What follows belongs to an exercise in optimizing a design on an open flow for small area, a short achievable clock period and few clock cycles; a production flow would make more cautious choices. In this exercise RTL edits were held to simulation tests only and were not proved equivalent to the original. Power figures rest on the tool's default switching activity, not on a simulated workload.

### design.v
module FSM_controller(clk, s, reset, opcode, op, w, nsel, control);
    input clk;
    input s, reset;
    input [1:0] op;
    input [2:0] opcode;
    output w;
    reg w;
    output [2:0] nsel;
    reg [2:0] nsel;
    output [10:0] control;
    reg write, loada, loadb, asel, bsel, loads, loadc;
    reg [3:0] vsel;
    reg [8:0] next_state, present_state;
    assign control = {write, loada, loadb, asel, bsel, loads, loadc, vsel};
    always @(posedge clk) begin
        present_state <= reset ? 9'b000_000_001 : next_state;
    end
    always @(*) begin
        {write, loada, loadb, asel, bsel, loads, loadc, vsel} = {11{1'b0}};
        nsel = 3'b000;
        w = 1'b0;
        next_state = 9'b000_000_001;
        case(present_state)
            9'b000_000_001: if(s == 1'b1) begin
                    next_state = 9'b000_000_010;
                    w = 1'b1;
                end else begin
                    next_state = 9'b000_000_001;
                    w = 1'b1;
                end
            9'b000_000_010: if({opcode, op} == 5'b110_10) begin
                    next_state = 9'b000_000_100;
                end else if ({opcode, op} == 5'b110_00 || {opcode, op} == 5'b101_11) begin
                    next_state = 9'b000_010_000;
                end else if ({opcode, op} == 5'b101_00 || {opcode, op} == 5'b101_01 || {opcode, op} == 5'b101_10) begin
                    next_state = 9'b000_001_000;
                end else begin
                    next_state = 9'b000_000_001;
                end
            9'b000_000_100: begin
                    next_state = 9'b000_000_001;
                    nsel = 3'b100;
                    write = 1'b1;
                    vsel = 4'b0100;
                end
            9'b000_001_000: begin
                    next_state = 9'b000_010_000;
                    nsel = 3'b100;
                    loada = 1'b1;
                end
            9'b000_010_000: begin
                    if ({opcode, op} == 5'b110_00 || {opcode, op} == 5'b101_11) begin
                        next_state = 9'b000_100_000;
                    end else begin
                        next_state = 9'b001_000_000;
                    end
                    nsel = 3'b001;
                    loadb = 1'b1;
                end
            9'b001_000_000: begin
                    if ({opcode, op} == 5'b101_01) begin
                        next_state = 9'b100_000_000;
                        loadc= 1'b0;
                    end else begin
                        next_state = 9'b010_000_000;
                        loadc= 1'b1;
                    end
                    asel = 1'b0;
                    bsel = 1'b0;
                end
            9'b000_100_000: begin
                    next_state = 9'b010_000_000;
                    asel = 1'b1;
                    bsel = 1'b0;
                    loadc = 1'b1;
                end
            9'b010_000_000: begin
                    next_state = 9'b000_000_001;
                    nsel = 3'b010;
                    vsel = 4'b0001;
                    write = 1'b1;
                end
            9'b100_000_000: begin
                    next_state = 9'b000_000_001;
                    loads = 1'b1;
                end
        endcase
    end
endmodule
module ALU(Ain, Bin, ALUop, out, Z, N, O);
    input [15:0] Ain, Bin;
    input [1:0] ALUop;
    output [15:0] out;
    reg [15:0] out;
    output Z, N, O;
    reg Z, N, O;
    always @(*) begin
        {Z, N, O} = 3'b000;
        if (ALUop == 2'b00) begin
            out = Ain + Bin;
        end else if (ALUop == 2'b01) begin
            out = Ain - Bin;
            Z = (out == 16'd0) ? 1'b1 : 1'b0;
            N = (out[15] == 1'b1) ? 1'b1 : 1'b0;
            O = (out [15] != out[7]) ? 1'b1 : 1'b0;
        end else if (ALUop == 2'b10) begin
            out = Ain & Bin;
        end else if (ALUop == 2'b11) begin
            out = ~Bin;
        end else begin
            out = {16{1'bx}};
        end
    end
endmodule
module shifter (in, shift, sout);
    input [15:0] in;
    input [1:0] shift;
    output [15:0] sout;
    reg [15:0] sout;
    always @(*) begin
        if (shift == 2'b00) begin
            sout = in;  
        end else if (shift == 2'b01) begin
            sout = {in[14:0], 1'b0};  
        end else if (shift == 2'b10) begin
            sout = {1'b0, in[15:1]};  
        end else if (shift == 2'b11) begin
            sout = {in[15], in[15:1]};  
        end else begin
            sout = {16{1'bx}};
        end
    end
endmodule
module regfile(data_in, writenum, write, readnum, clk, data_out);
    input [15:0] data_in;
    input [2:0] writenum, readnum;
    input write, clk;
    output [15:0] data_out;
    reg [15:0] data_out;
    wire [7:0] onehot_writenum, onehot_readnum, load_enable;
    wire [15:0] R0, R1, R2, R3, R4, R5, R6, R7;
    three_to_eight_decoder top(writenum, onehot_writenum);
    three_to_eight_decoder bot(readnum, onehot_readnum);
    assign load_enable = onehot_writenum & {8{write}};
    vDFFE #(16) R0_out(clk, load_enable[0], data_in, R0);
    vDFFE #(16) R1_out(clk, load_enable[1], data_in, R1);
    vDFFE #(16) R2_out(clk, load_enable[2], data_in, R2);
    vDFFE #(16) R3_out(clk, load_enable[3], data_in, R3);
    vDFFE #(16) R4_out(clk, load_enable[4], data_in, R4);
    vDFFE #(16) R5_out(clk, load_enable[5], data_in, R5);
    vDFFE #(16) R6_out(clk, load_enable[6], data_in, R6);
    vDFFE #(16) R7_out(clk, load_enable[7], data_in, R7);
    always @(*) begin
        if (onehot_readnum[0] == 1'b1) begin
            data_out = R0;
        end else if (onehot_readnum[1] == 1'b1) begin
            data_out = R1;          
        end else if (onehot_readnum[2] == 1'b1) begin
            data_out = R2;
        end else if (onehot_readnum[3] == 1'b1) begin
            data_out = R3;
        end else if (onehot_readnum[4] == 1'b1) begin
            data_out = R4;
        end else if (onehot_readnum[5] == 1'b1) begin
            data_out = R5;
        end else if (onehot_readnum[6] == 1'b1) begin
            data_out = R6;
        end else if (onehot_readnum[7] == 1'b1) begin
            data_out = R7;
        end else begin
            data_out = {16{1'bx}};
        end
    end
endmodule
module three_to_eight_decoder(in, out);
    input [2:0] in;
    output [7:0] out;
    reg [7:0] out;
    always @(*) begin
        if (in == 3'b000) begin
            out = 8'b0000001;
        end else if (in == 3'b001) begin
            out = 8'b00000010;
        end else if (in == 3'b010) begin
            out = 8'b00000100;
        end else if (in == 3'b011) begin
            out = 8'b00001000;
        end else if (in == 3'b100) begin
            out = 8'b00010000;
        end else if (in == 3'b101) begin
            out = 8'b00100000;
        end else if (in == 3'b110) begin
            out = 8'b01000000;
        end else if (in == 3'b111) begin
            out = 8'b10000000;
        end else begin
            out = 8'bxxxxxxxx;
        end
    end
endmodule
module vDFFE(clk, en, in, out);
    parameter n = 1;  
    input clk, en;
    input [n-1:0] in;
    output [n-1:0] out;
    reg [n-1:0] out;
    wire [n-1:0] next_out;
    assign next_out = en ? in: out;
    always @(posedge clk) begin
        out <= next_out;
    end
endmodule
module instruction_decoder(instruction, nsel, opcode, op, ALUop, sximm5, sximm8, shift, readnum, writenum);
    input [15:0] instruction;
    input [2:0] nsel;  
    output [15:0] sximm5, sximm8;
    output [2:0] opcode, readnum, writenum;
    output [1:0] op, ALUop, shift;
    reg[2:0] readnum, writenum;
    wire [2:0] Rn = instruction[10:8];
    wire [2:0] Rd = instruction[7:5];
    wire [2:0] Rm = instruction[2:0];
    assign opcode = instruction[15:13];
    assign op = instruction [12:11];
    assign ALUop = instruction[12:11];
    assign shift = instruction[4:3];
    always @(*) begin
        if (nsel[2] == 1'b1) begin
            readnum = Rn;
            writenum = Rn;
        end else if (nsel[1] == 1'b1) begin
            readnum = Rd;
            writenum = Rd;
        end else if (nsel[0] == 1'b1) begin
            readnum = Rm;
            writenum = Rm;
        end else begin
            readnum = 3'bxxx;
            writenum = 3'bxxx;
        end
    end
    assign sximm5 = instruction[4] ? {{11{1'b1}}, instruction[4:0]} : {{11{1'b0}}, instruction[4:0]};
    assign sximm8 = instruction[7] ? {{8{1'b1}}, instruction[7:0]} : {{8{1'b0}}, instruction[7:0]};
endmodule
module datapath (clk,
                readnum,
                vsel,  
                loada,
                loadb,
                shift,
                asel,
                bsel,
                ALUop,
                loadc,
                loads,
                sximm5,  
                writenum,
                write,  
                datapath_in,
                mdata,  
                PC,  
                status,
                datapath_out);
    input [15:0] datapath_in, sximm5, mdata;  
    input [7:0] PC;  
    input [3:0] vsel;  
    input [2:0] writenum, readnum;
    input [1:0] ALUop, shift;
    input write, clk, loada, loadb, asel, bsel, loads, loadc;
    output [2:0] status;
    output [15:0] datapath_out;
    wire [15:0] data_out, loada_out, loadb_out, sout, Ain, Bin, out;
    reg [15:0] data_in;
    wire zout, nout, oout;
    always @(*) begin
        if (vsel[3] == 1'b1) begin
            data_in = mdata;
        end else if (vsel[2] == 1'b1) begin
            data_in = datapath_in;
        end else if (vsel[1] == 1'b1) begin
            data_in = {8'b0, PC};
        end else if (vsel[0] == 1'b1) begin
            data_in = datapath_out;
        end else begin
            data_in = {16{1'bx}};
        end
    end
    regfile REGFILE(data_in, writenum, write, readnum, clk, data_out);
    vDFFE #(16) load_a(clk, loada, data_out, loada_out);
    vDFFE #(16) load_b(clk, loadb, data_out, loadb_out);
    shifter shift_op(loadb_out, shift, sout);
    assign Ain = asel ? {16{1'b0}} : loada_out;
    assign Bin = bsel ? sximm5 : sout;  
    ALU alu_op(Ain, Bin, ALUop, out, zout, nout, oout);
    vDFFE #(16) vDFFE_c(clk, loadc, out, datapath_out);
    vDFFE #(3) vDFFE_s(clk, loads, {zout, nout, oout}, status);
endmodule
module cpu(clk, reset, s, load, in, out, N, V, Z, w);
    input clk, reset, s, load;
    input [15:0] in;
    output [15:0] out;
    output N, V, Z, w;
    wire [15:0] currentInstruction, sximm5, sximm8;
    wire [10:0] control_signal;
    wire [2:0] nsel, opcode, readnum, writenum;
    wire [1:0] op, ALUop, shift;
    vDFFE #(16) vDFFE_instruction(.clk(clk), .en(load), .in(in), .out(currentInstruction));
    instruction_decoder decoder(.instruction(currentInstruction), .nsel(nsel), .opcode(opcode),
    .op(op), .ALUop(ALUop), .sximm5(sximm5), .sximm8(sximm8), .shift(shift),
    .readnum(readnum), .writenum(writenum));
    FSM_controller controller(.clk(clk), .s(s), .reset(reset), .opcode(opcode), .op(op), .w(w), .nsel(nsel), .control(control_signal));
    datapath DP(.clk(clk), .readnum(readnum), .vsel(control_signal[3:0]), .loada(control_signal[9]),
                .loadb(control_signal[8]), .shift(shift), .asel(control_signal[7]), .bsel(control_signal[6]),
                .ALUop(ALUop), .loadc(control_signal[4]), .loads(control_signal[5]), .sximm5(sximm5), .writenum(writenum),
                .write(control_signal[10]), .datapath_in(sximm8), .mdata({16{1'b0}}),
                .PC({8{1'b0}}), .status({Z, N, V}), .datapath_out(out));
endmodule
### run.sh
#!/bin/bash
# synth_recipe.tcl (not shown) runs the flow's synth.tcl, then flattens the netlist and writes it again
# the make line also repeats each setting of config.mk as NAME=value (left out here)
make -C /OpenROAD-flow-scripts/flow DESIGN_CONFIG=/design/flow/config.mk WORK_HOME=/design/flow/orfs CLKGATE_MAP_FILE= SYNTH_SCRIPT=/design/flow/synth_recipe.tcl finish
### config.mk
export PLATFORM = sky130hd
export DESIGN_NAME = cpu
export DESIGN_NICKNAME = cpu
export VERILOG_FILES = /design/flow/design.v
export SDC_FILE = /design/flow/constraint.sdc
export NUM_CORES = 4
export LEC_CHECK = 0
export CAP_MARGIN = 20
export CORE_MARGIN = 2
export CORE_UTILIZATION = 40
export SLEW_MARGIN = 20
### constraint.sdc
create_clock -name core_clock -period 5.5 [get_ports {clk}]
set_input_delay 1.1000 -clock core_clock [delete_from_list [all_inputs] [get_ports {clk}]]
set_output_delay 1.1000 -clock core_clock [all_outputs]
set_load 0.01 [all_outputs]
==> run summary <==
## metal layers
layer	share of wire (%)	track usage [%]	vias up
met5	0	0	-
met4	1.4	3.66	0
met3	3.9	2.11	24
met2	49	29.1	121
met1	46	24.1	3062
li1	-	-	2969
## power by group through the flow
stage | logic [uW] | registers, uW | clock network, uW
6_report | 345 | 1720 | 1420
5_1_grt | 378 | 1720 | 1510
4_1_cts | 346 | 1720 | 1450
3_5_place_dp | 343 | 1750 | 0
3_3_place_gp | 343 | 1750 | 0
2_1_floorplan | 260 | 1740 | 0
## stage by stage
| step | utilization, % | cell area [um2] |
|---|---|---|
| 2_1_floorplan | - | 10100 |
| 3_3_place_gp | 43.7 | 10900 |
| 3_5_place_dp | 43.7 | 10900 |
| 4_1_cts | 46.5 | 11600 |
| 5_1_grt | 46.5 | 11600 |
| 6_report | 46.5 | 11600 |
## critical path: stages (launching register included)
cell and delay, ns:
dfxtp_1 0.34, or4_4 0.58, nor4_1 0.19, nand2_1 0.39, and2_1 0.34, ha_1 0.44, nor3_2 0.09, or3_1 0.46
a311oi_2 0.34, xnor2_1 0.20, a2111oi_4 0.22, o211ai_1 0.13, or4_1 0.51, nor4_2 0.22
## layout make-up
type / count / share of cell area, %
clock buffers: 28 / 5.12
clock inverters: 14 / 0.873
inverters: 34 / 1.10
multi-input cells: 497 / 33.0
flip-flops and latches: 204 / 52.0
well taps: 330 / 3.56
repair buffers: 53 / 4.38
## cells in the final DEF, fill, tap and decap left out, types with 4 or more instances in the layout
| cell type | instances |
|---|---|
| and2_1 | 16 |
| dfxtp_1 | 9 |
| clkdlybuf4s50_1 | 39 |
| nor2b_1 | 7 |
| nor3_1 | 12 |
| edfxtp_1 | 195 |
| and3_1 | 4 |
| a211oi_1 | 5 |
| a21oi_1 | 33 |
| xnor2_1 | 23 |
| mux2_2 | 20 |
| inv_1 | 33 |
| clkinv_1 | 5 |
| nor2_1 | 52 |
| nand2_1 | 99 |
| clkbuf_16 | 23 |
| clkinv_2 | 5 |
| o211ai_1 | 5 |
| buf_4 | 13 |
| a41oi_1 | 16 |
| ha_1 | 31 |
| a21o_1 | 10 |
| clkbuf_1 | 5 |
| mux4_2 | 22 |
| o21bai_1 | 4 |
| o21ai_0 | 30 |
| mux2i_1 | 19 |
| o21a_1 | 4 |
| nand2b_1 | 10 |
## flip-flops by register name (all words and copies together) (netlist names)
name and count:
DP.vDFFE_c.out 16, DP.load_b.out 16, DP.REGFILE.R7_out.out 16, DP.REGFILE.R6_out.out 16, DP.REGFILE.R2_out.out 16, DP.load_a.out 16, controller.present_state 9, vDFFE_instruction.out 16
DP.REGFILE.R3_out.out 16, DP.REGFILE.R0_out.out 16, DP.REGFILE.R4_out.out 16, DP.REGFILE.R5_out.out 16, DP.vDFFE_s.out 3, DP.REGFILE.R1_out.out 16
## kinds of logic (layout without fill, tap and decap cells)
logic type,Yosys count,in the layout,synth area share [%]
simple gates,235,235,11.5
flops,204,204,59.9
compound gates,138,138,9.40
buf+inv,72,129,2.99
mux,65,65,9.62
fa+ha+maj,33,33,4.25
xor+xnor,26,26,2.26
## worst paths after layout
kind                                     from                     endpoint  slack, ns  cells past startpoint
setup reg to reg  controller.present_state[4]            DP.vDFFE_s.out[2]       0.90                     13
hold / removal    controller.present_state[4]  controller.present_state[6]       0.56                      2
setup / recovery  controller.present_state[4]            DP.vDFFE_s.out[2]       0.90                     13
hold reg to reg   controller.present_state[4]  controller.present_state[6]       0.56                      2
==> reports/metrics.yaml <==
clocking:
  cts_buffers: 23
  cts_tree: "done"
  cts_root_buffer: "clkbuf_16"
  cts-resized-gates: 0
  numClockSinks: 204
  h-tree-depth: 1
  post-cts-setup-buffers: 0
  clk_pin_slew_ns: 0.07
  cts_hold_buffers: 0
  clk_path_buf_depth: 3
  insertion_delay_ns: 0.51
run:
  max_cap_violations: 0
cells_and_area:
  syn2layout_area_growth_pct: 15.3
  antennaDiodeCount: 0
  multiInputGateArea_mm2: 0.00383
  drive_gt1_share_pct: 14.2
  fill_cells: 2254
  final_cells: 1160
  final_nets: 866
  seq_area_mm2: 0.00604
power_and_ir_drop:
  power_leakage_uw: 0.00398
  p_comb_share_pct: 9.9
  switching_share_pct: 23.3
  power_density_mw_per_mm2: 300
  clkPwrFrac_pct: 40.8
  p_int_uw: 2670
  power.share.sequential_pct: 49.4
  power_uw: 3490
  ir_drop_v: 0.000210
  switching_power_uw: 813
yosys:
  synth_nets: 826
  synth_seq_cells: 204
  synth_common_cells: "195 x edfxtp_1, 99 x nand2_1, 52 x nor2_1, 33 x a21oi_1, 33 x inv_1"
  syn_avg_cell_area_um2: 13.0
  synth_area_mm2: 0.0101
  synth_edf_count: 195
  synthCells: 773
  async_flop_share_pct: 0
  ys_types: 72
  yosysMostFrequentCell: "edfxtp_1"
  yosys.area.top_type_share_pct: 58.2
  ys_seq_area_share_pct: 59.9
  ys.flop_type: "edfxtp_1"
  yosysTopAreaCell: "edfxtp_1"
  synth_area_leaders: "edfxtp_1 58%, mux4_2 4.9%, ha_1 3.9%"
  yosys_warnings: 9
global_route:
  grt_pass1_wl_um: 35300
  antenna_found_initial: 0
  grt_usage_pct: 17.2
  gr-total-overflow: 0
  grt_pass1_vias: 6237
  grt_max_degree: 43
floorplan:
  start_util_pct: 40.3
  die_w_um: 163
  ios: 40
  dieArea_mm2: 0.0265
  coreArea_mm2: 0.0250
  row_count: 58
  die_height_um: 163
placement:
  gp_congestion: 0.853
  place_hpwl_um: 16200
  pre_cts_slack_ns: 0.876
  placedCellCount: 1118
  portBuffers: 39
routing:
  firstDrtPassIters: 5
  viasPerCell: 5.32
  drtIter0Drc: 442
  ant_nets: 0
  post_drt_wl_per_cell_um: 19.3
  route.detailed.drc: 0
  totalWireLength_um: 22400
  num_vias: 6176
worst_setup_path:
  required_ns: 5.84
  worst_setup_path_start_kind: "flip-flop"
  endpoint_kind: "flip-flop"
  arrival_ns: 4.94
  worstSetupPathType: "reg2reg"
  crit_fanout: 18
timing:
  tightest_slew_ns: 0.834
  slew-limit-headroom_pct: 43.2
  finalCritPeriodShare_pct: 83.6
  fmax_ghz: 0.218
  final-setup-viol-count: 0
  period_needed_ns: 4.60
  hold_viol: 0
  fin_worst_skew_ns: 0.0109
  whs_ns: 0.564
  fin_tns_setup_ns: 0
  maxSlewViolCount: 0
  worst_slack_ns: 0.903
  rsz0062_at_grt: "no"
outcome:
  status: "complete, no violations"
min_path:
  min_path_type: "reg2reg"
Testbench counts, summed over its fixed seeds: cycles 29,179.

static timing again, ports no longer ideal:
The results above use ideal ports. As a check the final layout listed here was re-extracted and re-timed, cells and wires unchanged.
Step 1 (the two cells are an assumption about what drives the block):
set clk [get_ports {clk}]
set_driving_cell -lib_cell sky130_fd_sc_hd__clkbuf_16 $clk
set_driving_cell -lib_cell sky130_fd_sc_hd__buf_2 [delete_from_list [all_inputs] $clk]
Step 2 times the ports against the registers' clock, not the clock port: input delays grow and output delays shrink by t, the midpoint of the rising clock arrivals with the driver on.
Slacks: no drivers / after step 1 / after step 2; pairs: no drivers / after step 1.
t, ns: 0.550
setup slack, ns: 0.903 / 0.903 / 0.903
latest minus earliest clock arrival (ns): 0.011 / 0.011
worst slew at a driven data input, ns: 0.04
After both steps setup and hold are still met in this run. The setup slack of this run moves by 0.000 ns with the drivers and by 0.000 ns with both steps.
